Background: an optimization exercise with open tools, aiming at small area, a short achievable clock period and few clock cycles. Do not read the settings as production practice.

Design bch_encoder, start of the top module:
module bch_encoder(rst, clk, msg, bch_dataout, done);
    input rst;
    input clk;
    input [190:0] msg;
    output reg [254:0] bch_dataout;
    output reg done;
    wire x191 = msg[121] ~^ msg[147];
    wire x192 = msg[51] ~^ msg[75];
    wire x193 = msg[30] ~^ msg[33];
    wire x194 = msg[52] ~^ msg[179];
    wire x195 = msg[80] ~^ msg[122];
    wire x196 = msg[74] ~^ msg[177];
    wire x197 = msg[73] ~^ msg[176];
    wire x198 = msg[2] ~^ msg[174];
    wire x199 = msg[63] ~^ msg[98];
    wire x200 = msg[0] ~^ msg[175];
    wire x201 = msg[107] ~^ msg[136];
    wire x202 = msg[32] ~^ msg[137];
    wire x203 = msg[22] ~^ msg[44];
    wire x204 = msg[76] ~^ msg[139];
    wire x205 = msg[78] ~^ msg[84];
    wire x206 = msg[9] ~^ msg[25];
    wire x207 = msg[10] ~^ msg[26];
    wire x208 = msg[48] ~^ msg[165];
    wire x209 = msg[178] ~^ msg[190];
    wire x210 = msg[138] ~^ msg[185];
    wire x211 = msg[5] ~^ msg[85];
    wire x212 = msg[123] ~^ msg[128];
    wire x213 = msg[1] ~^ msg[135];
    wire x214 = msg[6] ~^ msg[86];
    wire x215 = msg[8] ~^ msg[166];
    wire x216 = msg[61] ~^ msg[96];
    wire x217 = msg[7] ~^ msg[88];
    wire x218 = msg[24] ~^ msg[116];
    wire x219 = msg[62] ~^ msg[97];
    wire x220 = msg[124] ~^ msg[129];
    wire x221 = msg[11] ~^ msg[115];
    wire x222 = msg[157] ~^ msg[164];
    wire x223 = msg[27] ~^ msg[172];
    wire x224 = msg[106] ~^ msg[183];
    wire x225 = msg[53] ~^ msg[146];
    wire x226 = msg[23] ~^ msg[45];
    wire x227 = msg[4] ~^ msg[156];
    wire x228 = msg[89] ~^ msg[169];
    wire x229 = msg[108] ~^ msg[114];
    wire x230 = msg[28] ~^ msg[173];
    wire x231 = msg[134] ~^ msg[184];
    wire x232 = msg[14] ~^ msg[90];
    wire x233 = msg[13] ~^ msg[110];
    wire x234 = msg[56] ~^ msg[150];
    wire x235 = msg[127] ~^ msg[186];
    wire x236 = msg[29] ~^ msg[120];
    wire x237 = msg[111] ~^ msg[119];
    wire x238 = msg[47] ~^ msg[112];
    wire x239 = msg[125] ~^ x191;
    wire x240 = msg[105] ~^ msg[109];
    wire x241 = msg[31] ~^ msg[91];
    wire x242 = msg[126] ~^ msg[151];
    wire x243 = msg[153] ~^ msg[188];
    wire x244 = msg[148] ~^ msg[171];
  ...
clock: 6.0 ns
lec_check: 0
cap_margin: 20
core_margin: 2
core_utilization: 35
place_density: 0.75
setup_slack_margin: 2.5
slew_margin: 20
standard.sh (not shown) runs the stock make flow with config.mk's settings and CLKGATE_MAP_FILE= SYNTH_SCRIPT=/design/flow/synth_recipe.tcl, a recipe that flattens the netlist after the stock synthesis.
==> flow/flow/run.sh <==
#!/bin/bash
# Standard ORFS layout with these changes:
#  - synthesis maps the XOR network cell for cell (flow/synth_xor.tcl and
#    flow/xormap.v, through a copy of ORFS's scripts whose synth.tcl calls
#    techmap in place of abc);
#  - the 3-input XOR/XNOR cells are added to the don't-use list;
#  - ports are buffered with buf_2 instead of the resizer's default pick.
# Each make run logs to its own file here; ORFS's own logs are under orfs/logs.
set -euo pipefail
here=$(pwd)
DU="sky130_fd_sc_hd__probe_p_8 sky130_fd_sc_hd__probec_p_8 sky130_fd_sc_hd__lpflow_bleeder_1 sky130_fd_sc_hd__lpflow_clkbufkapwr_1 sky130_fd_sc_hd__lpflow_clkbufkapwr_16 sky130_fd_sc_hd__lpflow_clkbufkapwr_2 sky130_fd_sc_hd__lpflow_clkbufkapwr_4 sky130_fd_sc_hd__lpflow_clkbufkapwr_8 sky130_fd_sc_hd__lpflow_clkinvkapwr_1 sky130_fd_sc_hd__lpflow_clkinvkapwr_16 sky130_fd_sc_hd__lpflow_clkinvkapwr_2 sky130_fd_sc_hd__lpflow_clkinvkapwr_4 sky130_fd_sc_hd__lpflow_clkinvkapwr_8 sky130_fd_sc_hd__lpflow_decapkapwr_12 sky130_fd_sc_hd__lpflow_decapkapwr_3 sky130_fd_sc_hd__lpflow_decapkapwr_4 sky130_fd_sc_hd__lpflow_decapkapwr_6 sky130_fd_sc_hd__lpflow_decapkapwr_8 sky130_fd_sc_hd__lpflow_inputiso0n_1 sky130_fd_sc_hd__lpflow_inputiso0p_1 sky130_fd_sc_hd__lpflow_inputiso1n_1 sky130_fd_sc_hd__lpflow_inputiso1p_1 sky130_fd_sc_hd__lpflow_inputisolatch_1 sky130_fd_sc_hd__lpflow_isobufsrc_1 sky130_fd_sc_hd__lpflow_isobufsrc_16 sky130_fd_sc_hd__lpflow_isobufsrc_2 sky130_fd_sc_hd__lpflow_isobufsrc_4 sky130_fd_sc_hd__lpflow_isobufsrc_8 sky130_fd_sc_hd__lpflow_isobufsrckapwr_16 sky130_fd_sc_hd__lpflow_lsbuf_lh_hl_isowell_tap_1 sky130_fd_sc_hd__lpflow_lsbuf_lh_hl_isowell_tap_2 sky130_fd_sc_hd__lpflow_lsbuf_lh_hl_isowell_tap_4 sky130_fd_sc_hd__lpflow_lsbuf_lh_isowell_4 sky130_fd_sc_hd__lpflow_lsbuf_lh_isowell_tap_1 sky130_fd_sc_hd__lpflow_lsbuf_lh_isowell_tap_2 sky130_fd_sc_hd__lpflow_lsbuf_lh_isowell_tap_4 sky130_fd_sc_hd__fill_1 sky130_fd_sc_hd__fill_2 sky130_fd_sc_hd__fill_4 sky130_fd_sc_hd__fill_8 "
DU="$DU sky130_fd_sc_hd__xor3_1 sky130_fd_sc_hd__xor3_2 sky130_fd_sc_hd__xor3_4"
DU="$DU sky130_fd_sc_hd__xnor3_1 sky130_fd_sc_hd__xnor3_2 sky130_fd_sc_hd__xnor3_4"
BP=sky130_fd_sc_hd__buf_2
rm -rf scripts_xor; cp -r "$FLOW_HOME/scripts" scripts_xor
sed -i 's|^  log_cmd abc {\*}$abc_args|  techmap -map '"$here"'/flow/xormap.v|' scripts_xor/synth.tcl
grep -q "flow/xormap.v" scripts_xor/synth.tcl
bash standard.sh "DONT_USE_CELLS=$DU" "BUFFER_PORTS_ARGS=-buffer_cell $BP" \
  "SCRIPTS_DIR=$here/scripts_xor" "SYNTH_SCRIPT=$here/flow/synth_xor.tcl" synth > make_synth.log 2>&1
bash standard.sh "DONT_USE_CELLS=$DU" "BUFFER_PORTS_ARGS=-buffer_cell $BP" finish > make_finish.log 2>&1
Other scripts of this flow, unchanged in this note and not shown: flow/flow/synth_xor.tcl, flow/flow/xormap.v
The starting point completed with no timing, DRC or antenna violations.
Change:
--- a/flow/config.mk
+++ b/flow/config.mk
@@ -11,2 +11 @@
-export PLACE_DENSITY = 0.75
-export SETUP_SLACK_MARGIN = 2.5
+export SETUP_SLACK_MARGIN = 3.0
Effect: Wire length is higher by 0.99%. Design area is higher by 24%. Global-route usage is higher by 0.73 points. Worst hold slack is better by 0.030 ns. Non-clock buffer count is higher by 160. Core utilization is higher by 11 points. First-iteration DRC count is lower by 6.1%. Sequential share of layout area is lower by 4.1 points. Maximum frequency is higher by 20%. Worst setup slack is better by 0.65 ns. Synthesized cell count does not change.
Change:
--- a/flow/config.mk
+++ b/flow/config.mk
@@ -10,2 +10,2 @@
-export CORE_UTILIZATION = 35
-export SETUP_SLACK_MARGIN = 3.0
+export CORE_UTILIZATION = 40
+export SETUP_SLACK_MARGIN = 2.0
Outcome: Routed wire length came out lower by about 7.5%. Core utilization came out lower by 7.5 points. Setup slack gets worse by 1.2 ns.
Function was not checked in any run of this note: the RTL went through the layout flow alone.

[separate check: timing with driven ports]
How much do the figures lean on ideal ports? The routed layouts below were timed once more, with nothing changed but the port constraints.
Step 1 assumes that a clkbuf_16 drives the clock port and a buf_2 every other input.
Step 2 adds t to the input delays and takes it off the output delays; t is the mean of the earliest and latest rising clock arrival at the registers after step 1. Input paths then give back, and output paths get back, about the clock's delay inside the block.
Three values: no drivers, after step 1, after step 2; two values: the first two.
run	shift t [ns]	setup slack, ns	worst setup path after step 2	worst register clock-pin slew, ns	worst data-port slew with drivers (ns)
the first run	0.696	2.188 / 2.234 / 1.539	input to register	0.07 / 0.07	0.05
the second run	0.680	2.833 / 2.884 / 2.203	input to register	0.08 / 0.08	0.08
the third run	0.677	1.675 / 1.724 / 1.047	input to register	0.07 / 0.07	0.05
After both steps setup and hold are still met in every run listed. For the first run, which loses most, drivers alone change the setup slack by +0.046 ns; drivers and shift together by -0.649 ns.
